Context: an optimization exercise on an open-source flow, tuned for a short achievable clock period and few clock cycles. The choices shown serve that exercise and are no tape-out recipe. Where RTL was checked, it was by simulation tests only, not by an equivalence proof against the original. The RTL of runs 1 to 3 and 5 was laid out without a check of its function. The flow treats the clock pin as an ideal source, which a real chip does not have. Power and IR drop assume default switching activity.

File: flow/standard.sh
#!/bin/bash
# synth_recipe.tcl (not shown) runs the flow's synth.tcl, then flattens the netlist and writes it again
# the make line also repeats each setting of config.mk as NAME=value (left out here)
make -C /OpenROAD-flow-scripts/flow DESIGN_CONFIG=/design/flow/config.mk WORK_HOME=/design/flow/orfs CLKGATE_MAP_FILE= SYNTH_SCRIPT=/design/flow/synth_recipe.tcl "${@:-finish}"
File: flow/flow/run.sh
#!/bin/bash
set -euo pipefail
export MOVE_PATTERNS='ret_* st_m* re_m* sz_m* sd_m*'
export EXTRA_MARGINS='8.0 8.5 8.5'
bash standard.sh SETUP_SLACK_MARGIN=8.5 TNS_END_PERCENT=100 MATCH_CELL_FOOTPRINT=0 \
  POST_RESIZE_TCL=$PWD/flow/post_rsz.tcl POST_CTS_TCL=$PWD/flow/post_cts_rep.tcl \
  finish > standard_flow.log 2>&1
File: flow/config.mk
export PLATFORM = sky130hd
export DESIGN_NAME = rv32i_core
export DESIGN_NICKNAME = rv32i_core
export VERILOG_FILES = /design/flow/design.v
export SDC_FILE = /design/flow/constraint.sdc
export NUM_CORES = 8
export LEC_CHECK = 0
export ABC_CLOCK_PERIOD_IN_PS = 3500
export CAP_MARGIN = 30
export CORE_MARGIN = 2
export CORE_UTILIZATION = 40
export GPL_TIMING_DRIVEN = 1
export SLEW_MARGIN = 20
File: flow/design.v
module rv32i_core (
    input  logic Rst,
    input  logic Clk,
    output logic [31:0] imem_addr,
    input  logic [31:0] imem_rdata,
    output logic        dmem_re,
    output logic        dmem_we,
    output logic [1:0]  dmem_size,
    output logic [31:0] dmem_addr,
    output logic [31:0] dmem_wdata,
    input  logic [31:0] dmem_rdata,
    output logic        retire_valid,
    output logic [31:0] retire_pc,
    output logic        retire_we,
    output logic [4:0]  retire_rd,
    output logic [31:0] retire_wdata
);
    localparam int BN   = 8;             
    localparam int TH   = 15;            
    localparam int TW   = TH - 1;
    localparam int GH   = 15;            
    localparam int LW   = 6;             
    localparam logic [LW-1:0] LMAX = '1;
    logic        stall, redirect;
    logic [31:0] pc_f, pcx_f, ia_f;
    logic        first, firstb;
    logic        v_d;
    logic [31:0] ir_d, pc_d;
    logic        pt_d;
    logic [GH:2] ptgt_d;
    logic [31:0] imm_d, timm_d;
    logic        v_e;
    logic [31:0] pc_e, pc4_e, tgt_e;
    logic [GH:2] ptgt_e;
    logic        pt_e;
    logic [31:0] a_e, b_e, sd_e;
    logic        sub_e, sra_e;
    logic        s_add_e, s_sll_e, s_slt_e, s_sltu_e, s_xor_e, s_srx_e, s_or_e, s_and_e, s_link_e;
    logic        is_br_e, is_jalr_e, is_ld_e, is_st_e, is_ctl_e, we_e;
    logic        c_eq_e, c_lt_e, c_ltu_e, c_inv_e;
    logic        force_tk_e, m_nt_e, sk_e;
    logic [4:0]  rd_e;
    logic [2:0]  f3_e;
    logic [31:0] alu;
    logic        v_m, re_m, st_m, we_m, is_ld_m, upd_m, tk_m, rdr_m;
    logic [31:0] pc_m, res_m, addr_m, sd_m, tgt_m, rpn_m, rptn_m;
    logic        jalr_m;
    logic [4:0]  rd_m;
    logic        lb_m, lh_m, ls_m;
    logic [1:0]  sz_m;
    logic        ret_v, ret_we;
    logic [31:0] ret_pc, ret_wd;
    logic [4:0]  ret_rd;
    logic [BN-1:0] btb_v;
    logic [TW-1:0] btb_tag [BN];
    logic [GH:2]   btb_tgt [BN];
    logic [1:0]    btb_ctr [BN];
    logic [LW-1:0] btb_it [BN];
    logic [LW-1:0] btb_trip [BN];
    logic [BN-1:0] btb_cf;
    logic [BN-1:0] btb_p;
    logic [BN-1:0] fm;
    logic          f_hit;
    logic [GH:2]   f_tgt;
    logic [31:0]   pc_f4, pc_next;
    always_comb begin
        f_tgt = '0;
        for (int i = 0; i < BN; i++) begin
            fm[i] = btb_v[i] && (btb_tag[i] == pc_f[TH:2]);
            f_tgt = f_tgt | ({(GH-1){fm[i]}} & btb_tgt[i]);
        end
    end
    assign f_hit = |(fm & btb_p);
    assign pc_f4 = pc_f + 32'd4;
    logic [31:0] pc_slow;
    always_comb begin
        if (rdr_m)      pc_slow = !tk_m ? rpn_m : jalr_m ? ~rptn_m : tgt_m;
        else if (stall) pc_slow = pc_f;
        else if (f_hit) pc_slow = {pc_f[31:GH+1], f_tgt, 2'b00};
        else            pc_slow = pc_f4;
    end
    logic fred_t, fred_n, fred;
    always_comb begin
        if (fred_t)      pc_next = tgt_e;
        else if (fred_n) pc_next = pc4_e;
        else             pc_next = pc_slow;
    end
    always_ff @(posedge Clk or posedge Rst) begin
        if (Rst) first <= 1'b1;
        else     first <= 1'b0;
    end
    always_ff @(posedge Clk or posedge Rst) begin
        if (Rst) firstb <= 1'b0;
        else     firstb <= 1'b1;
    end
    always_ff @(posedge Clk) begin
        ia_f  <= first ? 32'd0 : pc_next;
        pcx_f <= firstb ? pc_next : 32'd0;
    end
    assign pc_f      = pcx_f;
    assign imem_addr = ia_f;
    always_ff @(posedge Clk or posedge Rst) begin
        if (Rst) v_d <= 1'b0;
        else     v_d <= !rdr_m && !fred && !first && (stall ? v_d : 1'b1);
    end
    logic [31:0] pre_imm, pre_timm;
    logic [31:0] q;
    assign q = imem_rdata;
    always_comb begin
        if (q[6:2] == 5'b01000)                            pre_imm = {{20{q[31]}}, q[31:25], q[11:7]};
        else if (q[6:2] == 5'b01101 || q[6:2] == 5'b00101) pre_imm = {q[31:12], 12'b0};
        else                                               pre_imm = {{20{q[31]}}, q[31:20]};
        if (q[6:2] == 5'b11011) pre_timm = {{11{q[31]}}, q[31], q[19:12], q[20], q[30:21], 1'b0};
        else                    pre_timm = {{19{q[31]}}, q[31], q[7], q[30:25], q[11:8], 1'b0};
    end
    always_ff @(posedge Clk) begin
        if (!stall) begin
            ir_d   <= imem_rdata;
            pc_d   <= pc_f;
            pt_d   <= f_hit;
            ptgt_d <= f_tgt;
            imm_d  <= pre_imm;
            timm_d <= pre_timm;
        end
    end
    logic [4:0] op;
    logic [4:0] rd, rs1, rs2;
    logic [2:0] f3;
    logic       i30;
    assign op  = ir_d[6:2];
    assign rd  = ir_d[11:7];
    assign f3  = ir_d[14:12];
    assign rs1 = ir_d[19:15];
    assign rs2 = ir_d[24:20];
    assign i30 = ir_d[30];
    logic is_lui, is_auipc, is_jal, is_jalr, is_br, is_ld, is_st, is_alui, is_alur;
    assign is_lui   = (op == 5'b01101);
    assign is_auipc = (op == 5'b00101);
    assign is_jal   = (op == 5'b11011);
    assign is_jalr  = (op == 5'b11001);
    assign is_br    = (op == 5'b11000);
    assign is_ld    = (op == 5'b00000);
    assign is_st    = (op == 5'b01000);
    assign is_alui  = (op == 5'b00100);
    assign is_alur  = (op == 5'b01100);
    logic writes, use1, use2, use_imm;
    assign writes  = (is_lui | is_auipc | is_jal | is_jalr | is_ld | is_alui | is_alur) && (rd != 5'd0);
    assign use1    = is_jalr | is_br | is_ld | is_st | is_alui | is_alur;
    assign use2    = is_br | is_st | is_alur;
    assign use_imm = ~(is_br | is_alur);
    logic [31:0] imm;
    assign imm = imm_d;
    logic [31:0] rf [32];
    logic [31:0] rv;
    logic [31:0] rf1, rf2, r1, r2;
    assign rf1 = rv[rs1] ? rf[rs1] : 32'd0;
    assign rf2 = rv[rs2] ? rf[rs2] : 32'd0;
    logic [31:0] ld, mv;
    assign mv = is_ld_m ? ld : res_m;
    always_ff @(posedge Clk) begin
        if (v_m && we_m) rf[rd_m] <= mv;
    end
    always_ff @(posedge Clk or posedge Rst) begin
        if (Rst)              rv <= 32'd0;
        else if (v_m && we_m) rv[rd_m] <= 1'b1;
    end
    logic h1e, h1m, h2e, h2m;
    assign h1e = v_e && we_e && (rd_e == rs1);
    assign h1m = v_m && we_m && (rd_m == rs1);
    assign h2e = v_e && we_e && (rd_e == rs2);
    assign h2m = v_m && we_m && (rd_m == rs2);
    assign r1 = h1m ? mv : rf1;
    assign r2 = h2m ? mv : rf2;
    assign stall = v_d && v_e && is_ld_e && ((use1 && h1e) || (use2 && h2e));
    logic [31:0] tgt_d;
    assign tgt_d  = pc_d + timm_d;
    always_ff @(posedge Clk or posedge Rst) begin
        if (Rst) v_e <= 1'b0;
        else     v_e <= v_d && !stall && !rdr_m && !fred && !fkill;
    end
    always_ff @(posedge Clk) begin
        pc_e   <= pc_d;
        pc4_e  <= pc_d + 32'd4;
        tgt_e  <= tgt_d;
        rd_e   <= rd;
        f3_e   <= f3;
        we_e   <= writes;
        is_br_e   <= is_br;
        is_jalr_e <= is_jalr;
        is_ld_e   <= is_ld;
        is_st_e   <= is_st;
        is_ctl_e  <= is_br | is_jal;
        a_e  <= (use1 && h1e) ? alu : is_auipc ? pc_d : is_lui ? 32'd0 : r1;
        b_e  <= use_imm ? imm : h2e ? alu : r2;
        sd_e <= h2e ? alu : r2;
        sub_e    <= (is_alur && f3 == 3'b000 && i30);
        sra_e    <= i30;
        s_add_e  <= !(is_alui | is_alur | is_jal | is_jalr) || ((is_alui | is_alur) && f3 == 3'b000);
        s_sll_e  <= (is_alui | is_alur) && f3 == 3'b001;
        s_slt_e  <= (is_alui | is_alur) && f3 == 3'b010;
        s_sltu_e <= (is_alui | is_alur) && f3 == 3'b011;
        s_xor_e  <= (is_alui | is_alur) && f3 == 3'b100;
        s_srx_e  <= (is_alui | is_alur) && f3 == 3'b101;
        s_or_e   <= (is_alui | is_alur) && f3 == 3'b110;
        s_and_e  <= (is_alui | is_alur) && f3 == 3'b111;
        s_link_e <= is_jal | is_jalr;
        c_eq_e  <= (f3[2] == 1'b0);
        c_lt_e  <= (f3[2:1] == 2'b10);
        c_ltu_e <= (f3[2:1] == 2'b11);
        c_inv_e <= f3[0];
        force_tk_e <= is_jal | is_jalr;
        m_nt_e     <= pt_d;
        sk_e       <= is_br && !pt_d && (timm_d == 32'd8);
        pt_e       <= pt_d && !is_jalr;
        ptgt_e     <= ptgt_d;
    end
    logic [31:0] a, b, sd;
    assign a  = a_e;
    assign b  = b_e;
    assign sd = sd_e;
    logic [32:0] sum33;
    logic [31:0] sum;
    assign sum33 = {a, 1'b1} + {b ^ {32{sub_e}}, sub_e};
    assign sum   = sum33[32:1];
    logic eq, lt, ltu;
    assign eq  = (a == b);
    assign lt  = ($signed(a) < $signed(b));
    assign ltu = (a < b);
    logic [31:0] sll, srx;
    logic [32:0] sr33;
    assign sll  = a << b[4:0];
    assign sr33 = $signed({sra_e & a[31], a}) >>> b[4:0];
    assign srx  = sr33[31:0];
    assign alu = ({32{s_add_e}}  & sum)
               | ({32{s_sll_e}}  & sll)
               | ({32{s_slt_e}}  & {31'd0, lt})
               | ({32{s_sltu_e}} & {31'd0, ltu})
               | ({32{s_xor_e}}  & (a ^ b))
               | ({32{s_srx_e}}  & srx)
               | ({32{s_or_e}}   & (a | b))
               | ({32{s_and_e}}  & (a & b))
               | ({32{s_link_e}} & pc4_e);
    logic taken;
    assign taken = is_br_e ? (((c_eq_e & eq) | (c_lt_e & lt) | (c_ltu_e & ltu)) ^ c_inv_e) : force_tk_e;
    logic ve, skp, tgt_ok, red_t, red_n;
    assign ve       = v_e && !rdr_m;
    assign skp      = sk_e && v_d && !pt_d;
    assign tgt_ok   = pt_e && (tgt_e == {pc_e[31:GH+1], ptgt_e, 2'b00});
    assign red_t    = ve && !tgt_ok && !skp;
    assign red_n    = ve && m_nt_e;
    assign redirect = is_jalr_e && red_t;
    assign fred_t = !is_jalr_e && taken && red_t;
    assign fred_n = !is_jalr_e && !taken && red_n;
    assign fred   = fred_t || fred_n;
    logic fkill;
    assign fkill  = taken && ve && skp;
    always_ff @(posedge Clk or posedge Rst) begin
        if (Rst) begin
            rdr_m <= 1'b0;
            v_m   <= 1'b0;
            re_m  <= 1'b0;
            st_m  <= 1'b0;
        end else begin
            rdr_m <= redirect;
            v_m   <= ve;
            re_m  <= ve && is_ld_e;
            st_m  <= ve && is_st_e;
        end
    end
    always_ff @(posedge Clk) begin
        jalr_m  <= is_jalr_e;
        rptn_m  <= ~sum;     
        rpn_m   <= pc4_e;
        pc_m    <= pc_e;
        we_m    <= we_e;
        rd_m    <= rd_e;
        lb_m    <= (f3_e[1:0] == 2'b00);
        lh_m    <= (f3_e[1:0] == 2'b01);
        ls_m    <= !f3_e[2];
        sz_m    <= f3_e[1:0];
        is_ld_m <= is_ld_e;
        res_m   <= alu;
        addr_m  <= sum;
        sd_m    <= sd;
        tgt_m   <= tgt_e;
        upd_m   <= ve && is_ctl_e;
        tk_m    <= taken;
    end
    assign dmem_re    = re_m;
    assign dmem_we    = st_m;
    assign dmem_size  = sz_m;
    assign dmem_addr  = addr_m;
    assign dmem_wdata = sd_m;
    always_comb begin
        ld[7:0] = dmem_rdata[7:0];
        if (lb_m)      ld[15:8] = {8{dmem_rdata[7] & ls_m}};
        else           ld[15:8] = dmem_rdata[15:8];
        if (lb_m)      ld[31:16] = {16{dmem_rdata[7] & ls_m}};
        else if (lh_m) ld[31:16] = {16{dmem_rdata[15] & ls_m}};
        else           ld[31:16] = dmem_rdata[31:16];
    end
    logic [BN-1:0] mm;
    logic          m_hit;
    always_comb begin
        for (int i = 0; i < BN; i++) mm[i] = btb_v[i] && (btb_tag[i] == pc_m[TH:2]);
    end
    assign m_hit = |mm;
    logic [1:0]    c_old, c_new;
    logic [LW-1:0] it_old, tr_old, it_new, tr_new;
    logic          cf_new;
    logic cf_old;
    always_comb begin
        c_old = '0; it_old = '0; tr_old = '0; cf_old = 1'b0;
        for (int i = 0; i < BN; i++) begin
            c_old  = c_old  | ({2{mm[i]}} & btb_ctr[i]);
            it_old = it_old | ({LW{mm[i]}} & btb_it[i]);
            tr_old = tr_old | ({LW{mm[i]}} & btb_trip[i]);
            cf_old = cf_old | (mm[i] & btb_cf[i]);
        end
    end
    always_comb begin
        if (!m_hit) begin
            c_new  = 2'b10;
            it_new = 1;
            tr_new = '0;
            cf_new = 1'b0;
        end else if (tk_m) begin
            c_new  = (c_old == 2'b11) ? c_old : c_old + 2'b01;
            it_new = (it_old == LMAX) ? it_old : it_old + 1'b1;
            tr_new = tr_old;
            cf_new = cf_old;
        end else begin
            c_new  = (c_old == 2'b00) ? c_old : c_old - 2'b01;
            it_new = '0;
            tr_new = it_old;
            cf_new = (it_old == tr_old) && (it_old != LMAX);
        end
    end
    logic          bw_en, bw_tk, bw_new, bw_cf;
    logic [BN-1:0] bw_sel;
    logic [BN-1:0] rr;              
    logic [1:0]    bw_c;
    logic [LW-1:0] bw_it, bw_tr;
    logic [GH:2]   bw_tgt;
    logic [TW-1:0] bw_tag;
    always_ff @(posedge Clk or posedge Rst) begin
        if (Rst) bw_en <= 1'b0;
        else     bw_en <= upd_m && (m_hit || tk_m);
    end
    always_ff @(posedge Clk) begin
        bw_tk  <= tk_m;
        bw_new <= !m_hit;
        bw_sel <= m_hit ? mm : rr;
        bw_c   <= c_new;
        bw_it  <= it_new;
        bw_tr  <= tr_new;
        bw_cf  <= cf_new;
        bw_tgt <= tgt_m[GH:2];
    end
    always_ff @(posedge Clk) begin
        if (upd_m) bw_tag <= pc_m[TH:2];
    end
    always_ff @(posedge Clk or posedge Rst) begin
        if (Rst) begin
            btb_v <= '0;
            rr    <= 1;
        end else if (bw_en && bw_tk) begin
            btb_v <= btb_v | bw_sel;
            if (bw_new) rr <= {rr[BN-2:0], rr[BN-1]};
        end
    end
    always_ff @(posedge Clk) begin
        for (int i = 0; i < BN; i++) begin
            if (bw_en && bw_sel[i]) begin
                btb_ctr[i]  <= bw_c;
                btb_it[i]   <= bw_it;
                btb_trip[i] <= bw_tr;
                btb_cf[i]   <= bw_cf;
                btb_p[i]    <= bw_c[1] && !(bw_cf && bw_it == bw_tr);
                if (bw_tk)  btb_tgt[i] <= bw_tgt;
                if (bw_new) btb_tag[i] <= bw_tag;
            end
        end
    end
    always_ff @(posedge Clk or posedge Rst) begin
        if (Rst) ret_v <= 1'b0;
        else     ret_v <= v_m;
    end
    always_ff @(posedge Clk) begin
        ret_pc <= pc_m;
        ret_we <= we_m;
        ret_rd <= rd_m;
        ret_wd <= mv;
    end
    assign retire_valid = ret_v;
    assign retire_pc    = ret_pc;
    assign retire_we    = ret_we;
    assign retire_rd    = ret_rd;
    assign retire_wdata = ret_wd;
endmodule
File: flow/flow/post_rsz.tcl
# Move each flip-flop that drives only an output port's buffer, and whose name
# matches one of MOVE_PATTERNS, next to that buffer (detailed placement then
# legalizes it).
set block [ord::get_db_block]
set moved 0
foreach port [get_ports -filter "direction == output"] {
  set pnet [get_nets [get_full_name $port]]
  foreach drv [get_pins -of_objects $pnet -filter "direction == output"] {
    set buf [get_cells -of_objects $drv]
    set bin [get_pins -of_objects $buf -filter "direction == input"]
    set inet [get_nets -of_objects $bin]
    if {[llength [get_pins -of_objects $inet]] != 2} { continue }
    foreach d2 [get_pins -of_objects $inet -filter "direction == output"] {
      set ff [get_cells -of_objects $d2]
      if {[llength [get_pins -of_objects $ff -filter "name == CLK"]] != 1} { continue }
      set name [get_full_name $ff]
      set hit 0
      foreach pat $::env(MOVE_PATTERNS) { if {[string match $pat $name]} { set hit 1 } }
      if {!$hit} { continue }
      set bi [sta::sta_to_db_inst $buf]
      set fi [sta::sta_to_db_inst $ff]
      lassign [$bi getLocation] x y
      $fi setLocation $x $y
      incr moved
    }
  }
}
puts "post_rsz: moved $moved output flip-flops next to their port buffers"
estimate_parasitics -placement
File: flow/flow/post_cts_rep.tcl
# More rounds of setup repair after clock tree synthesis, aiming at rising
# margins.
foreach m $::env(EXTRA_MARGINS) {
  repair_timing -setup -setup_margin $m -repair_tns 100 -verbose
  detailed_placement
  estimate_parasitics -placement
}
report_worst_slack -max
File: flow/constraint.sdc
create_clock -name core_clock -period 12.0 [get_ports {Clk}]
set_input_delay 2.4000 -clock core_clock [delete_from_list [all_inputs] [get_ports {Clk}]]
set_output_delay 2.4000 -clock core_clock [all_outputs]
set_load 0.01 [all_outputs]
==> results.json, run 1 <==
{
  "yosysTopAreaCell": "edfxtp_1",
  "placed_area_sq_um": 107000,
  "die_height_microns": 503,
  "grt_pass1_wl_mm": 497,
  "route.detailed.drc": 0,
  "via_count": 66021,
  "met3_usage_pct": 5.97,
  "syn2layout_area_growth_pct": 21.4,
  "postRouteAntennaNets": 0,
  "hold_viol_final": 0,
  "antenna_found_initial": 48,
  "start_util_pct": 40.1,
  "busiest_layer": "met2",
  "worstSetupEndpointType": "output pin",
  "crit_arrival_ps": 1420,
  "drt-total-wl_mm": 362,
  "required_ps": 9600,
  "die_area_sq_um": 253000,
  "drtPass1Iterations": 6,
  "rr_endpoint": "b_e[23]$_DFF_P_",
  "critical-path-top-delay-family": "flip-flops",
  "fillers": 21036,
  "fin_crit_sh_pct": 31.9,
  "rrSetupSlack_ps": 8240,
  "p_sw_mw": 5.10,
  "crit_buf_inv": 1,
  "grt_overflow": 0,
  "fmax_mhz": 262,
  "numPortBuffers": 234,
  "drt_iter0_drc": 8159,
  "seq_area_frac_synth_pct": 60.1,
  "worst_pin_slew_ps": 1120,
  "crit_fanout": 1,
  "leakagePower_nw": 42.3,
  "worst-setup-path-type": "register to output pin",
  "setup_viol": 0,
  "grt_use_met1_pct": 36.3,
  "avgRoutedWirePerCell_microns": 33.8,
  "worst-r2r-cell-count": 16,
  "synth-seq-cells": 2222,
  "hold_path.class": "register to register",
  "die_x_microns": 503,
  "yosys_warnings": 6,
  "irDropWorstVdd_mv": 0.178,
  "gp_routability_congestion": 0.962,
  "drv_cap": 0,
  "reg2reg_from": "sub_e$_DFF_P_",
  "cp-start-kind": "register",
  "hold_path_end": "pc_m[5]$_DFF_P_",
  "post-dp-hpwl_mm": 215,
  "drv_slew": 0,
  "use_met2_pct": 44.7,
  "ys.flop_type": "edfxtp_1",
  "setup_tns_ps": 0,
  "syn-cell-area_sq_um": 99600,
  "synth_async_sr_flop_share_pct": 2.61,
  "io_pins": 237,
  "syn-num-nets": 6837,
  "crit_chain": "buf_6",
  "grt_max_degree": 77,
  "power.share.clock_pct": 38.8,
  "clk-insertion-delay-late_ps": 930,
  "slowest_delay_ps": 380,
  "p_int_mw": 14.0,
  "clock_sinks": 2222,
  "ys_top_cells_by_area": "edfxtp_1 46%, mux4_2 16%, dfxtp_1 13%, xnor2_1 2.9%, ha_1 2.1%",
  "p_per_area_nw_per_um2": 158,
  "syn_inst": 6605,
  "yosysTopAreaCellShare_pct": 45.6,
  "fp.coreArea_sq_um": 248000,
  "cts.reportedPaths.clkPinSlew_ps": 60,
  "drive_above_1_share_pct": 33.4,
  "min_from": "pc_e[5]$_DFF_P_",
  "via_per_inst": 6.17,
  "combPwrFrac_pct": 13.8,
  "period_minus_slack_ps": 3820,
  "power_frac_seq_pct": 47.4,
  "cts_tree": "done",
  "synth_edf_count": 1511,
  "synth.avg_cell_area_sq_um": 15.1,
  "rsz0062_at_grt": "true",
  "slowest_stage": "dfxtp_2",
  "fp-row-count": 183,
  "finalInstanceArea_sq_um": 121000,
  "swShare_pct": 26.7,
  "hold_path_depth": 0,
  "clock_skew_ps": 84.3,
  "max_slew_margin_pct": 25.4,
  "synth.distinct_cells": 94,
  "grt_pass1_vias": 64273,
  "track_usage_pct": 27.9,
  "final_nets": 7378,
  "status": "no timing/DRC/antenna violations"
}
==> stage by stage <==
| step | instances | power (mW) | hold WS (ps) | worst slack (ps) | utilization [%] |
|---|---|---|---|---|---|
| after global routing | 10695 | 19.7 | 289 | 8160 | 48.7 |
| after floorplan | 6605 | 10.3 | 310 | 8290 | - |
| after detailed placement | 9935 | 11.3 | 313 | 6660 | 43.0 |
| after global placement | 9916 | 11.3 | 311 | 6690 | 42.9 |
| final | 10703 | 19.1 | 285 | 8180 | 48.7 |
==> how the worst max path moves through the flow <==
stage | from | endpoint | slack (ps) | depth (start not counted)
6_report | ia_f[16]$_SDFF_PP0_ | imem_addr[16] | 8180 | 1
5_1_grt | ia_f[5]$_SDFF_PP0_ | imem_addr[5] | 8160 | 1
2_1_floorplan | dmem_rdata[15] | b_e[30]$_DFF_P_ | 8290 | 7
3_5_place_dp | a_e[31]$_DFF_P_ | pcx_f[16]$_SDFF_PN0_ | 6660 | 13
3_3_place_gp | a_e[31]$_DFF_P_ | ia_f[16]$_SDFF_PP0_ | 6690 | 13
==> power groups by stage <==
stage          Combinational, mW  Sequential, mW  Clock, mW
5_1_grt                     2.77            9.07       7.82
2_1_floorplan               1.26            9.02          0
3_5_place_dp                2.15            9.15          0
6_report                    2.65            9.06       7.43
3_3_place_gp                2.09            9.17          0
==> area by class of cell <==
class,instances,area [sq um],area share (%)
Antenna cell,21,52.6,0.0435
Clock buffer,317,6520,5.39
Clock inverter,119,1430,1.19
Inverter,223,871,0.720
Multi-Input combinational cell,3789,40900,33.8
Sequential cell,2222,60200,49.8
Tap cell,3330,4170,3.45
Timing Repair Buffer,681,6760,5.59
Timing Repair inverter,1,8.76,0.00724
==> flip-flops by register name, summed over array words and instances (netlist names), 32 cells and up, named ones only <==
name / flops
btb_it: 48
b_e: 32
rpn_m: 32
rptn_m: 32
rf: 1024
btb_tag: 112
res_m: 32
ret_pc: 32
btb_trip: 48
ret_wd: 32
addr_m: 32
tgt_e: 32
pcx_f: 32
btb_tgt: 112
sd_m: 32
ia_f: 32
sd_e: 32
pc_d: 32
a_e: 32
rv: 32
==> per-layer routing <==
metal | up-vias | wire (microns)
met4 | 14 | 19400
met3 | 769 | 35700
li1 | 27017 | -
met5 | - | 95
met1 | 34454 | 136000
met2 | 3767 | 170000
==> placed cells by master, fill, tap and decap left out, types with 60 or more instances in the layout <==
master | netlist | routed
edfxtp_1 | 1511 | 1511
mux4_2 | 720 | 720
dfxtp_1 | 653 | 489
xnor2_1 | 331 | 325
buf_4 | 4 | 304
nand2_1 | 301 | 292
nor2_1 | 325 | 278
clkbuf_16 | 0 | 251
inv_1 | 219 | 209
a21oi_1 | 239 | 160
buf_6 | 2 | 155
o21ai_0 | 163 | 140
ha_1 | 165 | 135
dfxtp_2 | 0 | 122
mux2i_1 | 135 | 112
nand3_1 | 114 | 107
nand4_1 | 99 | 99
a22oi_1 | 95 | 93
mux2_2 | 96 | 76
buf_2 | 83 | 75
xor2_1 | 87 | 74
and3_1 | 67 | 60
==> cell usage after synthesis, types with 10 or more instances <==
cell,instances
nand4_1,99
dfxtp_1,653
ha_1,165
a2bb2oi_1,13
nand3_1,114
clkbuf_1,240
a211oi_1,31
nand2b_1,49
a21boi_0,16
xnor2_1,331
o211ai_1,39
buf_2,83
edfxtp_1,1511
a21oi_1,239
buf_1,74
nor4_1,47
o22a_1,25
nor3_1,55
and2_1,38
a21o_1,56
nor3b_1,15
o21a_1,21
a22o_1,30
o21ai_0,163
mux2_2,96
a221oi_1,80
a221o_1,10
mux2i_1,135
nand2_1,301
or3_1,15
o31a_1,15
a22oi_1,95
a31oi_1,29
o21bai_1,37
nor2b_1,44
mux4_2,720
o22ai_1,13
and3_1,67
or2_2,22
nor2_1,325
xor2_1,87
dfrtp_1,56
inv_1,219
==> kinds of logic after synthesis <==
logic type      share of synthesized area, %
buf+inv                                 2.50
simple gates                            6.08
flops                                   60.1
other cells                          0.00754
compound gates                          6.75
mux                                     18.7
xor+xnor                                3.68
fa+ha+maj                               2.10
==> run 2, diff against run 1 <==
==> flow/flow/run.sh (replaced) <==
#!/bin/bash
set -euo pipefail
export MOVE_PATTERNS='ret_* st_m* re_m* sz_m* sd_m*'
export SPLIT_CLOCK_PORT=Clk
export EXTRA_MARGINS='8.0 8.5 8.5'
bash standard.sh SETUP_SLACK_MARGIN=8.5 TNS_END_PERCENT=100 MATCH_CELL_FOOTPRINT=0 \
  POST_RESIZE_TCL=$PWD/flow/post_rsz.tcl POST_CTS_TCL=$PWD/flow/post_cts_split.tcl \
  finish > standard_flow.log 2>&1
==> flow/flow/post_cts_split.tcl (new file) <==
# Split the clock tree's root buffer in two: a second root buffer, also
# driven by the clock port, takes over the half of the root's loads that lie
# on one side; each root is placed at the centre of its loads.
set block [ord::get_db_block]
set db [ord::get_db]
set cport $::env(SPLIT_CLOCK_PORT)
set cnet [$block findNet $cport]
set root ""
foreach it [$cnet getITerms] {
  if {[$it isInputSignal]} { set root [$it getInst] }
}
set rnet [[$root findITerm X] getNet]
set loads {}
foreach it [$rnet getITerms] {
  if {[$it isInputSignal]} {
    lassign [[$it getInst] getLocation] x y
    lappend loads [list $it $x $y]
  }
}
set n [llength $loads]
# split along the longer side of the loads' bounding box, at the median
set xs [lsort -integer [lmap l $loads {lindex $l 1}]]
set ys [lsort -integer [lmap l $loads {lindex $l 2}]]
set dx [expr {[lindex $xs end] - [lindex $xs 0]}]
set dy [expr {[lindex $ys end] - [lindex $ys 0]}]
set k [expr {$dx >= $dy ? 1 : 2}]
set sorted [lsort -integer -index $k $loads]
set half [expr {$n / 2}]
set g1 [lrange $sorted 0 [expr {$half - 1}]]
set g2 [lrange $sorted $half end]
set master [$db findMaster [[$root getMaster] getName]]
set root2 [odb::dbInst_create $block $master "[$root getName]_b"]
set net2 [odb::dbNet_create $block "[$rnet getName]_b"]
$net2 setSigType CLOCK
[$root2 findITerm A] connect $cnet
[$root2 findITerm X] connect $net2
foreach l $g2 { set it [lindex $l 0]; $it disconnect; $it connect $net2 }
proc centre {g} {
  set sx 0; set sy 0
  foreach l $g { set sx [expr {$sx + [lindex $l 1]}]; set sy [expr {$sy + [lindex $l 2]}] }
  list [expr {$sx / [llength $g]}] [expr {$sy / [llength $g]}]
}
lassign [centre $g1] x1 y1
lassign [centre $g2] x2 y2
$root setLocation $x1 $y1
$root2 setLocation $x2 $y2
$root2 setPlacementStatus PLACED
puts "split_root: [$root getName] keeps [llength $g1] loads, [$root2 getName] takes [llength $g2]"
detailed_placement
estimate_parasitics -placement

# More rounds of setup repair after clock tree synthesis, aiming at rising
# margins.
foreach m $::env(EXTRA_MARGINS) {
  repair_timing -setup -setup_margin $m -repair_tns 100 -verbose
  detailed_placement
  estimate_parasitics -placement
}
report_worst_slack -max
removed: flow/flow/post_cts_rep.tcl
==> run 2 against run 1 <==
Via count rose by 0.20%. Register-to-register slack improved by 40 ps. Sequential share of layout area rose by 0.065 points. Clock skew barely moved. Combinational power barely moved. Die area did not move. Final area fell by 0.17%. Area after synthesis did not move. Synthesized cell count did not move. Global-route usage rose by 0.099 points. Critical path type is now register to register. Largest power group unchanged. Highest routed layer unchanged.
==> results.json, run 2 <==
{
  "final_cell_mix": "1511 x edfxtp_1, 720 x mux4_2, 494 x dfxtp_1",
  "synth-seq-cells": 2222,
  "worst-r2r-cell-count": 19,
  "start_util_pct": 40.1,
  "hold_path_end": "pc_m[5]$_DFF_P_",
  "clock_sinks": 2222,
  "leakagePower_nw": 42.2,
  "route.detailed.drc": 0,
  "grt_pass1_wl_mm": 499,
  "syn2layout_area_growth_pct": 21.2,
  "final_nets": 7378,
  "required_ps": 12580,
  "place_inst": 9935,
  "yosysTopAreaCell": "edfxtp_1",
  "status": "no timing/DRC/antenna violations",
  "irDropWorstVdd_mv": 0.143,
  "ys_top_cells_by_count": "1511 x edfxtp_1, 720 x mux4_2, 653 x dfxtp_1",
  "ys_top_cells_by_area": "edfxtp_1 46%, mux4_2 16%, dfxtp_1 13%, xnor2_1 2.9%, ha_1 2.1%",
  "fmax_mhz": 269,
  "synth.most_common_cell": "edfxtp_1",
  "synth_edf_count": 1511,
  "hold_path_depth": 0,
  "setup_tns_ps": 0,
  "rr_endpoint": "b_e[26]$_DFF_P_",
  "crit_arrival_ps": 4300,
  "fin_crit_sh_pct": 31.0,
  "drive_above_1_share_pct": 32.8,
  "drt_iter0_drc": 8150,
  "worst_pin_slew_ps": 1040,
  "yosysTopAreaCellShare_pct": 45.6,
  "placed_area_sq_um": 107000,
  "via_count": 66152,
  "io_pins": 237,
  "fp-row-count": 183,
  "syn-num-nets": 6837,
  "slowest_delay_ps": 360,
  "fin_cells": 10708,
  "power.share.clock_pct": 38.9,
  "synth.avg_cell_area_sq_um": 15.1,
  "avgRoutedWirePerCell_microns": 33.9,
  "clk-insertion-delay-late_ps": 770,
  "grt_max_degree": 77,
  "postRouteAntennaNets": 0,
  "synth.distinct_cells": 94,
  "seq_area_frac_synth_pct": 60.1,
  "fp.coreArea_sq_um": 248000,
  "top_regs": "rf x1024, btb_tag x112, btb_tgt x112",
  "p_total_mw": 19.2,
  "crit_fanout": 8,
  "die_x_microns": 503,
  "hold_viol_final": 0,
  "period_minus_slack_ps": 3720,
  "die_height_microns": 503,
  "p_int_mw": 14.1,
  "synth_async_sr_flop_share_pct": 2.61,
  "setup_viol": 0,
  "reg2reg_from": "sub_e$_DFF_P_",
  "syn_inst": 6605,
  "power_frac_seq_pct": 47.3,
  "cts.reportedPaths.clkPinSlew_ps": 60,
  "cp-start-kind": "register",
  "drv_slew": 0,
  "post-dp-hpwl_mm": 215,
  "drv_cap": 0,
  "grt_overflow": 0,
  "rrSetupSlack_ps": 8280,
  "die_area_sq_um": 253000,
  "yosys_warnings": 6,
  "syn-cell-area_sq_um": 99600,
  "drtPass1Iterations": 5,
  "worst-setup-path-type": "register to register",
  "final_common_cell": "edfxtp_1",
  "regMostFlops": "rf",
  "track_usage_pct": 28.0,
  "antenna_found_initial": 42,
  "hold_path.class": "register to register",
  "rsz0062_at_grt": "true",
  "swShare_pct": 26.6,
  "fillers": 21065,
  "p_per_area_nw_per_um2": 159,
  "combPwrFrac_pct": 13.8,
  "cpMostUsedCell": "buf_6",
  "slowest_stage": "dfxtp_4",
  "worstSetupEndpointType": "register",
  "finalInstanceArea_sq_um": 121000,
  "crit_chain": "buf_12, buf_12, xor2_1, ha_1, buf_4, buf_6, buf_6, buf_6, buf_6, nor3_2, nor2_1, nand3_2, a21boi_4, buf_6, nor3_4, or2_4, a32oi_4, a31oi_4, mux2_4",
  "cts_tree": "done",
  "clock_skew_ps": 83.8,
  "gp_routability_congestion": 0.962,
  "via_per_inst": 6.18,
  "numPortBuffers": 234,
  "max_slew_margin_pct": 30.8,
  "min_from": "pc_e[5]$_DFF_P_",
  "ys.flop_type": "edfxtp_1",
  "p_sw_mw": 5.11,
  "drt-total-wl_mm": 363,
  "grt_pass1_vias": 64453,
  "largest_register_ff_count": 1024
}
-- run 2: worst max-delay path: cells and delay by family (launching register included) --
kind	cells	cell delay, ps
AND/OR/NAND/NOR	5	720
adder cells (fa/ha/maj)	1	320
multiplexers	1	300
XOR/XNOR	1	140
flip-flops	1	360
AO/OA/AOI/OAI	3	810
buffers and inverters	8	890
-- run 2: area by class of cell, without the clock buffers --
| cell class | count | area, sq um | share of cell area, % |
|---|---|---|---|
| Timing Repair Buffer | 678 | 6700 | 5.55 |
| Sequential cell | 2222 | 60200 | 49.9 |
| Clock inverter | 119 | 1430 | 1.19 |
| Antenna cell | 26 | 65.1 | 0.0539 |
| Tap cell | 3330 | 4170 | 3.45 |
| Inverter | 223 | 871 | 0.721 |
| Timing Repair inverter | 1 | 8.76 | 0.00725 |
| Buffer | 1 | 25.0 | 0.0207 |
| Multi-Input combinational cell | 3791 | 40800 | 33.8 |
-- run 2: power by group through the flow --
stage          combinational (mW)  sequential [mW]  clock, mW
2_1_floorplan                1.26             9.02          0
3_3_place_gp                 2.09             9.17          0
3_5_place_dp                 2.15             9.15          0
5_1_grt                      2.77             9.07       7.83
6_report                     2.65             9.06       7.45
-- run 2: metal layers --
layer	vias up	wire [microns]	global-route usage, %
met3	791	35800	6.01
met5	-	66	0
met1	34568	137000	36.4
met2	3762	170000	44.6
met4	10	20700	13.9
li1	27021	-	-
-- run 2: stage by stage --
stage	utilization, %	hold WS, ps	setup slack [ps]
detailed placement	43.0	313	6660
floorplan	-	310	8290
global route	48.6	289	8240
finish	48.6	286	8280
global placement	42.9	311	6690
-- run 2: kinds of logic (layout without fill, tap and decap cells) --
logic type               after synthesis  in the layout  share of synthesized area (%)
flip-flops                          2222           2222                           60.1
AND/OR/NAND/NOR                     1228           1233                           6.08
AO/OA/AOI/OAI                        989           1014                           6.75
multiplexers                         952            957                           18.7
buffers and inverters                627           1339                           2.50
XOR/XNOR                             418            418                           3.68
adder cells (fa/ha/maj)              167            167                           2.10
other                                  2             28                        0.00754
-- run 2: worst max path at each step --
stage / start / end / cells past startpoint
floorplan: dmem_rdata[15] / b_e[30]$_DFF_P_ / 7
detailed placement: a_e[31]$_DFF_P_ / pcx_f[16]$_SDFF_PN0_ / 13
global placement: a_e[31]$_DFF_P_ / ia_f[16]$_SDFF_PP0_ / 13
finish: sub_e$_DFF_P_ / b_e[26]$_DFF_P_ / 19
global route: sub_e$_DFF_P_ / b_e[23]$_DFF_P_ / 16
==> run 3, diff against run 2 <==
--- a/flow/design.v
+++ b/flow/design.v
@@ -34,6 +34,9 @@
     logic [GH:2] ptgt_e;
     logic        pt_e;
     logic [31:0] a_e, b_e, sd_e;
+    logic        fa_e, fb_e, fs_e, nf_e;
+    logic        fan_e, fbn_e;       
+    logic [31:0] bsx_e;              
     logic        sub_e, sra_e;
     logic        s_add_e, s_sll_e, s_slt_e, s_sltu_e, s_xor_e, s_srx_e, s_or_e, s_and_e, s_link_e;
     logic        is_br_e, is_jalr_e, is_ld_e, is_st_e, is_ctl_e, we_e;
@@ -41,9 +44,8 @@
     logic        force_tk_e, m_nt_e, sk_e;
     logic [4:0]  rd_e;
     logic [2:0]  f3_e;
-    logic [31:0] alu;
-    logic        v_m, re_m, st_m, we_m, is_ld_m, upd_m, tk_m, rdr_m;
-    logic [31:0] pc_m, res_m, addr_m, sd_m, tgt_m, rpn_m, rptn_m;
+    logic        v_m, re_m, st_m, we_m, is_ld_m, upd_m, tk_m, rdr_m, skill_m;
+    logic [31:0] pc_m, res_m, reswn_m, addr_m, sd_m, tgt_m, rpn_m, rptn_m;
     logic        jalr_m;
     logic [4:0]  rd_m;
     logic        lb_m, lh_m, ls_m;
@@ -156,7 +158,7 @@
     assign rf1 = rv[rs1] ? rf[rs1] : 32'd0;
     assign rf2 = rv[rs2] ? rf[rs2] : 32'd0;
     logic [31:0] ld, mv;
-    assign mv = is_ld_m ? ld : res_m;
+    assign mv = is_ld_m ? ld : ~reswn_m;
     always_ff @(posedge Clk) begin
         if (v_m && we_m) rf[rd_m] <= mv;
     end
@@ -165,9 +167,9 @@
         else if (v_m && we_m) rv[rd_m] <= 1'b1;
     end
     logic h1e, h1m, h2e, h2m;
-    assign h1e = v_e && we_e && (rd_e == rs1);
+    assign h1e = v_e && !skill_m && we_e && (rd_e == rs1);
     assign h1m = v_m && we_m && (rd_m == rs1);
-    assign h2e = v_e && we_e && (rd_e == rs2);
+    assign h2e = v_e && !skill_m && we_e && (rd_e == rs2);
     assign h2m = v_m && we_m && (rd_m == rs2);
     assign r1 = h1m ? mv : rf1;
     assign r2 = h2m ? mv : rf2;
@@ -190,9 +192,17 @@
         is_ld_e   <= is_ld;
         is_st_e   <= is_st;
         is_ctl_e  <= is_br | is_jal;
-        a_e  <= (use1 && h1e) ? alu : is_auipc ? pc_d : is_lui ? 32'd0 : r1;
-        b_e  <= use_imm ? imm : h2e ? alu : r2;
-        sd_e <= h2e ? alu : r2;
+        a_e  <= (use1 && h1e) ? 32'd0 : is_auipc ? pc_d : is_lui ? 32'd0 : r1;
+        fa_e <= use1 && h1e;
+        fan_e <= !(use1 && h1e);
+        nf_e <= !(use1 && h1e) && !(!use_imm && h2e) && !is_jalr;
+        b_e  <= use_imm ? imm : h2e ? 32'd0 : r2;
+        fb_e <= !use_imm && h2e;
+        fbn_e <= !(!use_imm && h2e);
+        bsx_e <= (!use_imm && h2e) ? 32'd0
+               : ((use_imm ? imm : r2) ^ {32{is_alur && f3 == 3'b000 && i30}});
+        sd_e <= h2e ? 32'd0 : r2;
+        fs_e <= is_st && h2e;
         sub_e    <= (is_alur && f3 == 3'b000 && i30);
         sra_e    <= i30;
         s_add_e  <= !(is_alui | is_alur | is_jal | is_jalr) || ((is_alui | is_alur) && f3 == 3'b000);
@@ -215,22 +225,42 @@
         ptgt_e     <= ptgt_d;
     end
     logic [31:0] a, b, sd;
-    assign a  = a_e;
-    assign b  = b_e;
-    assign sd = sd_e;
+    assign a  = ({32{fa_e}} & res_m) | a_e;
+    assign b  = ({32{fb_e}} & res_m) | b_e;
+    assign sd = ({32{fs_e}} & res_m) | sd_e;
     logic [32:0] sum33;
     logic [31:0] sum;
-    assign sum33 = {a, 1'b1} + {b ^ {32{sub_e}}, sub_e};
+    logic [31:0] aa, ba;
+    assign aa    = ({32{!fan_e}} & res_m) | a_e;
+    assign ba    = ({32{!fbn_e}} & (res_m ^ {32{sub_e}})) | bsx_e;
+    assign sum33 = {aa, 1'b1} + {ba, sub_e};
     assign sum   = sum33[32:1];
+    logic eqf, ltf, ltuf;
+    assign eqf  = (a_e == b_e);
+    assign ltf  = ($signed(a_e) < $signed(b_e));
+    assign ltuf = (a_e < b_e);
+    logic eq10, lt10, ltu10, eq01, lt01, ltu01;
+    assign eq10  = (res_m == b_e);
+    assign lt10  = ($signed(res_m) < $signed(b_e));
+    assign ltu10 = (res_m < b_e);
+    assign eq01  = (a_e == res_m);
+    assign lt01  = ($signed(a_e) < $signed(res_m));
+    assign ltu01 = (a_e < res_m);
+    logic c00, c10, c01, c11;
+    assign c00 = !fa_e && !fb_e;
+    assign c10 =  fa_e && !fb_e;
+    assign c01 = !fa_e &&  fb_e;
+    assign c11 =  fa_e &&  fb_e;
     logic eq, lt, ltu;
-    assign eq  = (a == b);
-    assign lt  = ($signed(a) < $signed(b));
-    assign ltu = (a < b);
+    assign eq  = (c00 & eqf)  | (c10 & eq10)  | (c01 & eq01) | c11;
+    assign lt  = (c00 & ltf)  | (c10 & lt10)  | (c01 & lt01);
+    assign ltu = (c00 & ltuf) | (c10 & ltu10) | (c01 & ltu01);
     logic [31:0] sll, srx;
     logic [32:0] sr33;
     assign sll  = a << b[4:0];
     assign sr33 = $signed({sra_e & a[31], a}) >>> b[4:0];
     assign srx  = sr33[31:0];
+    logic [31:0] alu;
     assign alu = ({32{s_add_e}}  & sum)
                | ({32{s_sll_e}}  & sll)
                | ({32{s_slt_e}}  & {31'd0, lt})
@@ -243,25 +273,30 @@
     logic taken;
     assign taken = is_br_e ? (((c_eq_e & eq) | (c_lt_e & lt) | (c_ltu_e & ltu)) ^ c_inv_e) : force_tk_e;
     logic ve, skp, tgt_ok, red_t, red_n;
-    assign ve       = v_e && !rdr_m;
+    assign ve       = v_e && !rdr_m && !skill_m;
     assign skp      = sk_e && v_d && !pt_d;
     assign tgt_ok   = pt_e && (tgt_e == {pc_e[31:GH+1], ptgt_e, 2'b00});
     assign red_t    = ve && !tgt_ok && !skp;
     assign red_n    = ve && m_nt_e;
-    assign redirect = is_jalr_e && red_t;
-    assign fred_t = !is_jalr_e && taken && red_t;
-    assign fred_n = !is_jalr_e && !taken && red_n;
+    assign redirect = !nf_e && (taken ? red_t : red_n);
+    logic takenf;
+    assign takenf = is_br_e ? (((c_eq_e & eqf) | (c_lt_e & ltf) | (c_ltu_e & ltuf)) ^ c_inv_e) : force_tk_e;
+    assign fred_t = nf_e && takenf && red_t;
+    assign fred_n = nf_e && !takenf && red_n;
     assign fred   = fred_t || fred_n;
-    logic fkill;
-    assign fkill  = taken && ve && skp;
+    logic fkill, skill;
+    assign fkill  = nf_e && takenf && ve && skp;
+    assign skill  = !nf_e && taken && ve && skp;
     always_ff @(posedge Clk or posedge Rst) begin
         if (Rst) begin
             rdr_m <= 1'b0;
+            skill_m <= 1'b0;
             v_m   <= 1'b0;
             re_m  <= 1'b0;
             st_m  <= 1'b0;
         end else begin
             rdr_m <= redirect;
+            skill_m <= skill;
             v_m   <= ve;
             re_m  <= ve && is_ld_e;
             st_m  <= ve && is_st_e;
@@ -280,6 +315,7 @@
         sz_m    <= f3_e[1:0];
         is_ld_m <= is_ld_e;
         res_m   <= alu;
+        reswn_m <= ~alu;
         addr_m  <= sum;
         sd_m    <= sd;
         tgt_m   <= tgt_e;
==> run 3 against run 2 <==
Still clean on timing, DRC and antenna. Area after synthesis grew 3.4%. Via count up 4.1%. Combinational power grew 13%. Critical path depth is 5 higher. Final area rose by 3.8%. Utilization rose by 0.22 points. Worst setup slack lost 280 ps. Synthesized cell count grew 9.9%. First-iteration DRC count rose by 4.5%. Critical endpoint is now reswn_m[27]$_DFF_P_. Highest routed layer unchanged.
==> results.json, run 3 <==
{
  "ys_top_cells_by_count": "1511 x edfxtp_1, 723 x dfxtp_1, 660 x mux4_2",
  "crit_end": "reswn_m[27]$_DFF_P_",
  "crit_arrival_ps": 4610,
  "via_per_inst": 6.02,
  "synth.distinct_cells": 92,
  "post-place-ws_ps": 6550,
  "track_usage_pct": 27.4,
  "cts_tree": "done",
  "ys.flop_type": "edfxtp_1",
  "rsz0062_at_grt": "true",
  "startpoint": "sub_e$_DFF_P_",
  "status": "no timing/DRC/antenna violations",
  "rr_endpoint": "reswn_m[27]$_DFF_P_",
  "setup_viol": 0,
  "hold_viol_final": 0,
  "worst-setup-path-type": "register to register",
  "drv_slew": 0,
  "ys_top_cells_by_area": "edfxtp_1 44%, mux4_2 14%, dfxtp_1 14%, xnor2_1 2.8%, ha_1 2.8%",
  "synth_edf_count": 1511,
  "syn-cell-area_sq_um": 103000,
  "fp.coreArea_sq_um": 256000,
  "reg2reg_from": "sub_e$_DFF_P_",
  "postRouteAntennaNets": 0,
  "syn2layout_area_growth_pct": 21.7,
  "regMostFlops": "rf",
  "worst_pin_slew_ps": 1170,
  "yosysTopAreaCell": "edfxtp_1",
  "period_minus_slack_ps": 4000,
  "synth.avg_cell_area_sq_um": 14.2,
  "yosysTopAreaCellShare_pct": 44.1,
  "fillers": 21746,
  "die_height_microns": 511,
  "setup_slack_ps": 8000,
  "cp-start-kind": "register",
  "grt_pass1_wl_mm": 511,
  "fin_crit_sh_pct": 33.4,
  "drtPass1Iterations": 6,
  "worstSetupEndpointType": "register",
  "clk-insertion-delay-late_ps": 750,
  "grt_max_degree": 85,
  "synth.most_common_cell": "edfxtp_1",
  "start_util_pct": 40.1,
  "final_nets": 8134,
  "yosys_warnings": 6,
  "final_cell_mix": "1511 x edfxtp_1, 660 x mux4_2, 541 x dfxtp_1",
  "leakagePower_nw": 46.0,
  "irDropWorstVdd_mv": 0.127,
  "final_common_cell": "edfxtp_1",
  "grt_overflow": 0,
  "rrSetupSlack_ps": 8000,
  "antenna_found_initial": 35,
  "io_pins": 237,
  "multi_input_area_sq_um": 42800,
  "route.detailed.drc": 0,
  "via_count": 68885,
  "p_per_area_nw_per_um2": 159,
  "drt-total-wl_mm": 369,
  "largest_register_ff_count": 1024,
  "post-dp-hpwl_mm": 224,
  "crit_fanout": 5,
  "setup_tns_ps": 0,
  "hold_path.class": "register to register",
  "required_ps": 12610,
  "worst-r2r-cell-count": 24,
  "numPortBuffers": 234,
  "die_x_microns": 511,
  "drive_above_1_share_pct": 30.7,
  "seq_area_frac_synth_pct": 59.6,
  "avgRoutedWirePerCell_microns": 32.2,
  "synth_async_sr_flop_share_pct": 2.57,
  "syn_inst": 7261,
  "die_area_sq_um": 261000,
  "synth-seq-cells": 2293,
  "grt_pass1_vias": 67451,
  "gp_routability_congestion": 0.963,
  "regArea_sq_um": 61600,
  "cts.reportedPaths.clkPinSlew_ps": 60,
  "top_regs": "rf x1024, btb_tag x112, btb_tgt x112",
  "syn-num-nets": 7559,
  "fmax_mhz": 250,
  "clock_skew_ps": 69.4,
  "drv_cap": 0,
  "fp-row-count": 186,
  "max_slew_margin_pct": 21.2,
  "clock_sinks": 2293,
  "drt_iter0_drc": 8519
}
-- run 3: worst min-delay path by stage --
| stage | endpoint | cells after the start | from |
|---|---|---|---|
| 6_report | pc_m[2]$_DFF_P_ | 0 | pc_e[2]$_DFF_P_ |
| 2_1_floorplan | jalr_m$_DFF_P_ | 0 | is_jalr_e$_DFF_P_ |
| 5_1_grt | pc_m[11]$_DFF_P_ | 0 | pc_e[11]$_DFF_P_ |
| 3_3_place_gp | ret_pc[29]$_DFF_P_ | 0 | pc_m[29]$_DFF_P_ |
| 3_5_place_dp | pc_m[12]$_DFF_P_ | 0 | pc_e[12]$_DFF_P_ |
-- run 3: where the power goes --
| part | internal (mW) | switching (mW) | total (mW) |
|---|---|---|---|
| Sequential | 9.01 | 0.453 | 9.46 |
| Combinational | 1.20 | 1.81 | 3.00 |
| Clock | 4.27 | 3.21 | 7.48 |
-- run 3: through the flow --
| stage | util [%] | std cells | instance area [sq um] | power [mW] | hold WS, ps |
|---|---|---|---|---|---|
| after floorplan | - | 7261 | 104000 | 10.8 | 310 |
| after global placement | 42.9 | 10589 | 110000 | 11.9 | 312 |
| after detailed placement | 43.0 | 10606 | 110000 | 12.0 | 312 |
| after global routing | 48.8 | 11432 | 125000 | 20.5 | 328 |
| final | 48.9 | 11443 | 125000 | 19.9 | 325 |
-- run 3: cell families (layout without fill, tap and decap cells) --
logic type      count (synthesis)  in the layout  share of synthesized area [%]
xor+xnor                      468            468                           3.98
buf+inv                       721           1466                           2.77
other cells                     2             22                        0.00729
flops                        2293           2293                           59.6
simple gates                 1489           1491                           6.84
mux                           846            846                           16.3
compound gates               1209           1240                           7.72
fa+ha+maj                     233            233                           2.84
-- run 3: cell type report, without the clock buffers --
cell class,count,area share [%]
Inverter,285,0.879
Buffer,1,0.0200
Tap cell,3384,3.38
Multi-Input combinational cell,4280,34.2
Clock inverter,111,1.07
Antenna cell,20,0.0399
Sequential cell,2293,49.2
Timing Repair Buffer,743,6.02
-- run 3: routing by layer --
layer / vias to the layer above / part of all wire, % / global-route usage [%]
met4: 12 / 5.4 / 12.6
met3: 822 / 8.9 / 4.90
met5: - / 0.019 / 0
li1: 28925 / - / -
met1: 35561 / 39 / 35.9
met2: 3565 / 47 / 44.2
-- run 3: critical path, stage by stage, from the launching register on --
cell	delay (ps)
dfxtp_4	360
buf_12	140
buf_6	120
clkbuf_16	160
xor2_1	160
a21o_1	230
ha_4	290
o21a_1	120
nor2_2	60
o41ai_4	330
buf_6	180
a2111oi_4	60
buf_4	170
o41ai_4	270
a21oi_1	120
nor2b_1	220
buf_4	160
buf_6	80
buf_6	80
buf_6	80
buf_6	80
inv_2	20
mux2i_1	150
a21o_1	190
inv_1	60
==> run 4, diff against run 3 <==
--- a/flow/design.v
+++ b/flow/design.v
@@ -36,7 +36,6 @@
     logic [31:0] a_e, b_e, sd_e;
     logic        fa_e, fb_e, fs_e, nf_e;
     logic        fan_e, fbn_e;       
-    logic [31:0] bsx_e;              
     logic        sub_e, sra_e;
     logic        s_add_e, s_sll_e, s_slt_e, s_sltu_e, s_xor_e, s_srx_e, s_or_e, s_and_e, s_link_e;
     logic        is_br_e, is_jalr_e, is_ld_e, is_st_e, is_ctl_e, we_e;
@@ -199,8 +198,6 @@
         b_e  <= use_imm ? imm : h2e ? 32'd0 : r2;
         fb_e <= !use_imm && h2e;
         fbn_e <= !(!use_imm && h2e);
-        bsx_e <= (!use_imm && h2e) ? 32'd0
-               : ((use_imm ? imm : r2) ^ {32{is_alur && f3 == 3'b000 && i30}});
         sd_e <= h2e ? 32'd0 : r2;
         fs_e <= is_st && h2e;
         sub_e    <= (is_alur && f3 == 3'b000 && i30);
@@ -232,8 +229,8 @@
     logic [31:0] sum;
     logic [31:0] aa, ba;
     assign aa    = ({32{!fan_e}} & res_m) | a_e;
-    assign ba    = ({32{!fbn_e}} & (res_m ^ {32{sub_e}})) | bsx_e;
-    assign sum33 = {aa, 1'b1} + {ba, sub_e};
+    assign ba    = ({32{!fbn_e}} & res_m) | b_e;
+    assign sum33 = {aa, 1'b1} + {ba ^ {32{sub_e}}, sub_e};
     assign sum   = sum33[32:1];
     logic eqf, ltf, ltuf;
     assign eqf  = (a_e == b_e);
==> run 4 against run 3 <==
Routed wire length fell by 0.17%. Synthesized cell count fell by 1.2%. Worst setup slack improved by 310 ps. Total power fell by 1.6%. Via count rose by 0.26%. Clock skew rose by 37 ps. Maximum frequency rose by 8.5%. Clock power rose by 0.8%. First-iteration DRC count fell by 1.4%. Die area fell by 0.42%. Largest power group unchanged. Highest routed layer unchanged.
==> results.json, run 4 <==
{
  "fmax_mhz": 271,
  "antenna_found_initial": 35,
  "largest_register_ff_count": 1024,
  "post-dp-hpwl_mm": 229,
  "cpMostUsedCell": "a21oi_2",
  "post-place-ws_ps": 6810,
  "gp_routability_congestion": 0.956,
  "numPortBuffers": 234,
  "grt_pass1_wl_mm": 510,
  "regMostFlops": "rf",
  "top_layer_used": "met5",
  "ys_top_cells_by_count": "1511 x edfxtp_1, 691 x dfxtp_1, 661 x mux4_2",
  "via_per_inst": 6.17,
  "start_util_pct": 40.3,
  "status": "no timing/DRC/antenna violations",
  "worst-r2r-cell-count": 16,
  "crit_fanout": 6,
  "die_height_microns": 510,
  "max_slew_margin_pct": 28.4,
  "period_minus_slack_ps": 3690,
  "synth-seq-cells": 2261,
  "synth.distinct_cells": 99,
  "critical-path-top-delay-family": "compound AO/OA/AOI/OAI gates",
  "fp-row-count": 185,
  "synth.most_common_cell": "edfxtp_1",
  "fp.coreArea_sq_um": 254000,
  "crit_arrival_ps": 4270,
  "slowest_delay_ps": 370,
  "ys.flop_type": "edfxtp_1",
  "die_area_sq_um": 260000,
  "crit_chain": "clkinvlp_4, buf_12, a21oi_2, xnor2_1, ha_1, a21oi_1, o21ai_2, a22oi_2, nor3b_4, a211oi_4, o311ai_4, a21oi_2, buf_6, a41o_1, a21o_4, xor2_1",
  "grt_max_degree": 75,
  "synth_async_sr_flop_share_pct": 2.61,
  "worstSetupEndpointType": "register",
  "top_regs": "rf x1024, btb_tag x112, btb_tgt x112",
  "irDropWorstVdd_mv": 0.156,
  "setup_viol": 0,
  "hold_path_end": "ret_pc[29]$_DFF_P_",
  "yosysTopAreaCellShare_pct": 44.3,
  "cts.reportedPaths.clkPinSlew_ps": 60,
  "final_common_cell": "edfxtp_1",
  "dr_wl_met3_mm": 32.1,
  "clock_sinks": 2261,
  "via_count": 69064,
  "clock_skew_ps": 106,
  "leakagePower_nw": 43.9,
  "track_usage_pct": 27.6,
  "multi_input_area_sq_um": 42900,
  "final_cell_mix": "1511 x edfxtp_1, 661 x mux4_2, 516 x dfxtp_1",
  "worst_pin_slew_ps": 1070,
  "worst-setup-path-type": "register to register",
  "yosys_warnings": 6,
  "cp-start-kind": "register",
  "rrSetupSlack_ps": 8310,
  "syn2layout_area_growth_pct": 20.4,
  "syn_inst": 7177,
  "hold_viol_final": 0,
  "grt_overflow": 0,
  "wl_met1_mm": 143,
  "cts_tree": "done",
  "rr_endpoint": "rptn_m[31]$_DFF_P_",
  "slowest_stage": "ha_1",
  "synth_edf_count": 1511,
  "final_nets": 7894,
  "drv_cap": 0,
  "drtPass1Iterations": 6,
  "synth.avg_cell_area_sq_um": 14.3,
  "syn-cell-area_sq_um": 103000,
  "grt_pass1_vias": 67517,
  "route.detailed.drc": 0,
  "setup_tns_ps": 0,
  "p_per_area_nw_per_um2": 159,
  "hold_path_depth": 0,
  "die_x_microns": 510,
  "postRouteAntennaNets": 0,
  "syn-num-nets": 7474,
  "required_ps": 12570,
  "fillers": 21591,
  "wl_met2_mm": 173,
  "io_pins": 237,
  "ys_top_cells_by_area": "edfxtp_1 44%, mux4_2 15%, dfxtp_1 13%, xnor2_1 3.0%, ha_1 2.8%",
  "setup_slack_ps": 8310,
  "hold_path.class": "register to register",
  "crit_buf_inv": 3,
  "seq_area_frac_synth_pct": 59.2,
  "drive_above_1_share_pct": 29.9,
  "min_from": "pc_m[29]$_DFF_P_",
  "regArea_sq_um": 61000,
  "fin_crit_sh_pct": 30.8,
  "drt_iter0_drc": 8402,
  "drv_slew": 0,
  "reg2reg_from": "fbn_e$_DFF_P_",
  "clk-insertion-delay-late_ps": 760,
  "rsz0062_at_grt": "true",
  "drt-total-wl_mm": 368,
  "avgRoutedWirePerCell_microns": 32.9,
  "yosysTopAreaCell": "edfxtp_1"
}
==> run 4: how the worst max path moves through the flow <==
stage	from	endpoint	slack, ps	cells past startpoint
5_1_grt	fbn_e$_DFF_P_	rptn_m[25]$_DFF_P_	8210	17
3_3_place_gp	dmem_rdata[15]	b_e[16]$_DFF_P_	6890	7
2_1_floorplan	imem_rdata[4]	timm_d[11]$_DFFE_PN_	8360	4
6_report	fbn_e$_DFF_P_	rptn_m[31]$_DFF_P_	8310	16
3_5_place_dp	dmem_rdata[15]	b_e[16]$_DFF_P_	6810	7
==> run 4: cell families (layout without fill, tap and decap cells) <==
| family | count (synthesis) | in the layout | share of synthesized area [%] |
|---|---|---|---|
| other cells | 2 | 23 | 0.00732 |
| simple gates | 1403 | 1404 | 6.70 |
| buf+inv | 700 | 1314 | 2.66 |
| compound gates | 1311 | 1327 | 8.64 |
| mux | 849 | 849 | 16.4 |
| xor+xnor | 419 | 419 | 3.58 |
| fa+ha+maj | 232 | 232 | 2.84 |
| flops | 2261 | 2261 | 59.2 |
==> run 4: layout make-up, without the clock buffers <==
type	instances	area share (%)
clock inverter	128	1.21
inverter	273	0.950
tap	3366	3.41
multi-input combinational	4233	34.8
timing repair inverter	1	0.00608
buffer	1	0.0203
antenna	21	0.0426
timing repair buffer	594	4.87
sequential	2261	49.4
==> run 4: stage by stage <==
| step | instance area [sq um] | total power, mW | instances | utilization [%] | hold WS (ps) |
|---|---|---|---|---|---|
| floorplan | 103000 | 10.6 | 7177 | - | 310 |
| global route | 123000 | 20.2 | 11183 | 48.5 | 275 |
| finish | 123000 | 19.6 | 11195 | 48.5 | 256 |
| global placement | 109000 | 11.7 | 10489 | 43.0 | 311 |
| detailed placement | 109000 | 11.8 | 10504 | 43.0 | 312 |
==> run 4: report_power, final <==
part,leakage [nW],total [mW],switching (mW),internal (mW)
sequential,20.6,9.30,0.416,8.88
clock,3.95,7.54,3.25,4.29
combinational,19.4,2.78,1.71,1.07
==> run 4: layer usage <==
| layer | up-vias | GRT usage (%) |
|---|---|---|
| met5 | - | 0 |
| met4 | 2 | 13.0 |
| met3 | 761 | 4.80 |
| met2 | 3580 | 44.1 |
| met1 | 35855 | 36.6 |
| li1 | 28866 | - |
Testbench counts of run 4, summed over its fixed seeds: cycles 838,294.
==> run 5, diff against run 4 <==
--- a/flow/design.v
+++ b/flow/design.v
@@ -34,6 +34,7 @@
     logic [GH:2] ptgt_e;
     logic        pt_e;
     logic [31:0] a_e, b_e, sd_e;
+    logic [31:0] im_e;               
     logic        fa_e, fb_e, fs_e, nf_e;
     logic        fan_e, fbn_e;       
     logic        sub_e, sra_e;
@@ -196,6 +197,7 @@
         fan_e <= !(use1 && h1e);
         nf_e <= !(use1 && h1e) && !(!use_imm && h2e) && !is_jalr;
         b_e  <= use_imm ? imm : h2e ? 32'd0 : r2;
+        im_e <= imm;
         fb_e <= !use_imm && h2e;
         fbn_e <= !(!use_imm && h2e);
         sd_e <= h2e ? 32'd0 : r2;
@@ -232,6 +234,8 @@
     assign ba    = ({32{!fbn_e}} & res_m) | b_e;
     assign sum33 = {aa, 1'b1} + {ba ^ {32{sub_e}}, sub_e};
     assign sum   = sum33[32:1];
+    logic [31:0] asum;
+    assign asum  = aa + im_e;
     logic eqf, ltf, ltuf;
     assign eqf  = (a_e == b_e);
     assign ltf  = ($signed(a_e) < $signed(b_e));
@@ -301,7 +305,7 @@
     end
     always_ff @(posedge Clk) begin
         jalr_m  <= is_jalr_e;
-        rptn_m  <= ~sum;     
+        rptn_m  <= ~asum;    
         rpn_m   <= pc4_e;
         pc_m    <= pc_e;
         we_m    <= we_e;
@@ -313,7 +317,7 @@
         is_ld_m <= is_ld_e;
         res_m   <= alu;
         reswn_m <= ~alu;
-        addr_m  <= sum;
+        addr_m  <= asum;
         sd_m    <= sd;
         tgt_m   <= tgt_e;
         upd_m   <= ve && is_ctl_e;
==> run 5 against run 4 <==
Still clean. Utilization grew 0.33 points. Hold slack gained 28 ps. Cell count grew 1.8%. First-iteration DRC count grew 8.2%. Highest routed layer unchanged.
==> results.json, run 5 <==
{
  "route.detailed.drc": 0,
  "hold_path_depth": 0,
  "top_regs": "rf x1024, btb_tag x112, btb_tgt x112",
  "synth_async_sr_flop_share_pct": 2.57,
  "placed_area_sq_um": 111000,
  "final_nets": 8088,
  "die_x_microns": 513,
  "utilization_pct": 48.8,
  "place_inst": 10645,
  "rr_endpoint": "ia_f[8]$_SDFF_PP0_",
  "synth.most_common_cell": "edfxtp_1",
  "min_from": "pc_e[6]$_DFF_P_",
  "p_sw_mw": 5.48,
  "irDropWorstVdd_mv": 0.144,
  "ys_top_cells_by_count": "1511 x edfxtp_1, 723 x dfxtp_1, 660 x mux4_2",
  "drt_iter0_drc": 9088,
  "drv_slew": 0,
  "yosysTopAreaCell": "edfxtp_1",
  "setup_slack_ps": 8130,
  "rrSetupSlack_ps": 8130,
  "worstSetupEndpointType": "register",
  "power.share.clock_pct": 38.9,
  "via_count": 69382,
  "fin_crit_sh_pct": 32.2,
  "syn-cell-area_sq_um": 104000,
  "synth-seq-cells": 2293,
  "hold_path_end": "pc_m[6]$_DFF_P_",
  "required_ps": 12610,
  "p_int_mw": 14.6,
  "worst-setup-path-type": "register to register",
  "die_height_microns": 513,
  "ys_top_cells_by_area": "edfxtp_1 44%, mux4_2 14%, dfxtp_1 14%, xnor2_1 3.3%, ha_1 3.1%",
  "clock_sinks": 2293,
  "ys.flop_type": "edfxtp_1",
  "finalInstanceArea_sq_um": 126000,
  "hold_viol_final": 0,
  "via_per_inst": 6.09,
  "yosysTopAreaCellShare_pct": 43.8,
  "worst_pin_slew_ps": 1160,
  "power_frac_seq_pct": 46.9,
  "hold_path.class": "register to register",
  "start_util_pct": 40.3,
  "clock_skew_ps": 102,
  "status": "no timing/DRC/antenna violations",
  "gp_routability_congestion": 0.965,
  "avgRoutedWirePerCell_microns": 32.6,
  "yosys_warnings": 6,
  "cts_tree": "done",
  "rsz0062_at_grt": "true",
  "drtPass1Iterations": 5,
  "cts.reportedPaths.clkPinSlew_ps": 60,
  "drive_above_1_share_pct": 30.3,
  "post-place-ws_ps": 6480,
  "drt-total-wl_mm": 372,
  "postRouteAntennaNets": 0,
  "synth_edf_count": 1511,
  "worst-r2r-cell-count": 16,
  "reg2reg_from": "b_e[16]$_DFF_P_",
  "io_pins": 237,
  "seq_area_frac_synth_pct": 59.2,
  "regMostFlops": "rf",
  "crit_fanout": 5,
  "syn_inst": 7285,
  "final_common_cell": "edfxtp_1",
  "grt_overflow": 0,
  "fin_cells": 11396,
  "grt_pass1_wl_mm": 513,
  "numPortBuffers": 234,
  "p_per_area_nw_per_um2": 160,
  "max_slew_margin_pct": 22.9,
  "grt_pass1_vias": 67734
}
-- run 5: cell count changes after synthesis, sizes merged, moves of 30 or more --
cell,before,now
nand4,127,91
ha,230,260
nand3,134,102
xnor2,352,391
a21o,139,180
nor2,332,387
dfxtp,691,723
-- run 5: how the worst max path moves through the flow --
stage | startpoint | endpoint | slack (ps) | cells after the start
after global placement | fbn_e$_DFF_P_ | res_m[28]$_DFF_P_ | 6440 | 14
after detailed placement | b_e[31]$_DFF_P_ | pcx_f[3]$_SDFF_PN0_ | 6480 | 13
after global routing | b_e[27]$_DFF_P_ | ia_f[8]$_SDFF_PP0_ | 8110 | 16
after floorplan | imem_rdata[4] | timm_d[11]$_DFFE_PN_ | 8360 | 4
final | b_e[16]$_DFF_P_ | ia_f[8]$_SDFF_PP0_ | 8130 | 16
-- run 5: layout make-up, without the clock buffers --
class | count | area [sq um]
Tap cell | 3384 | 4230
Fill cell | 21758 | 132000
Inverter | 283 | 1240
Timing Repair Buffer | 633 | 6390
Buffer | 1 | 25.0
Sequential cell | 2293 | 61700
Multi-Input combinational cell | 4309 | 43400
Antenna cell | 37 | 92.6
Clock inverter | 141 | 1730
Timing Repair inverter | 3 | 18.8
-- run 5: stage by stage --
stage	hold slack [ps]	total power [mW]
floorplan	310	10.8
global placement	310	11.9
detailed placement	312	12.0
global route	297	20.7
finish	284	20.1
-- run 5: cells by family after synthesis --
kind of cell / count (synthesis) / synth area share [%]
xor+xnor: 461 / 3.90
buf+inv: 701 / 2.60
fa+ha+maj: 263 / 3.19
other cells: 2 / 0.00725
mux: 833 / 16.1
compound gates: 1331 / 8.54
simple gates: 1401 / 6.50
flops: 2293 / 59.2
-- run 5: power by group through the flow --
stage	combinational, mW	sequential, mW	clock, mW
3_5_place_dp	2.44	9.52	0
3_3_place_gp	2.39	9.53	0
2_1_floorplan	1.43	9.33	0
5_1_grt	3.01	9.44	8.22
6_report	2.85	9.43	7.83
-- run 5: metal layers --
| metal | vias to the layer above | track usage, % | wire, microns |
|---|---|---|---|
| met3 | 773 | 4.03 | 30200 |
| met1 | 35929 | 36.4 | 146000 |
| met5 | - | 0 | 13 |
| met2 | 3525 | 43.6 | 174000 |
| met4 | 2 | 14.2 | 22000 |
| li1 | 29153 | - | - |
-- run 5: critical path, stage by stage (launching register included) --
cell and delay [ps]:
dfxtp_1 390, inv_1 110, ha_1 290, nand4_1 150, or4_4 570, a311oi_4 320, a211o_4 190, mux2i_4 340
buf_4 170, and4_4 290, nor3_4 70, buf_4 140, buf_8 130, buf_12 130, buf_12 140, a211oi_4 260
nor3_2 100

Setup slack of run 5, layout unchanged: 8.130 ns with ideal ports, 8.130 ns with driving cells assumed (clock clkbuf_16, inputs buf_2), 7.617 ns with port delays also shifted by the 0.858 ns mid clock arrival.
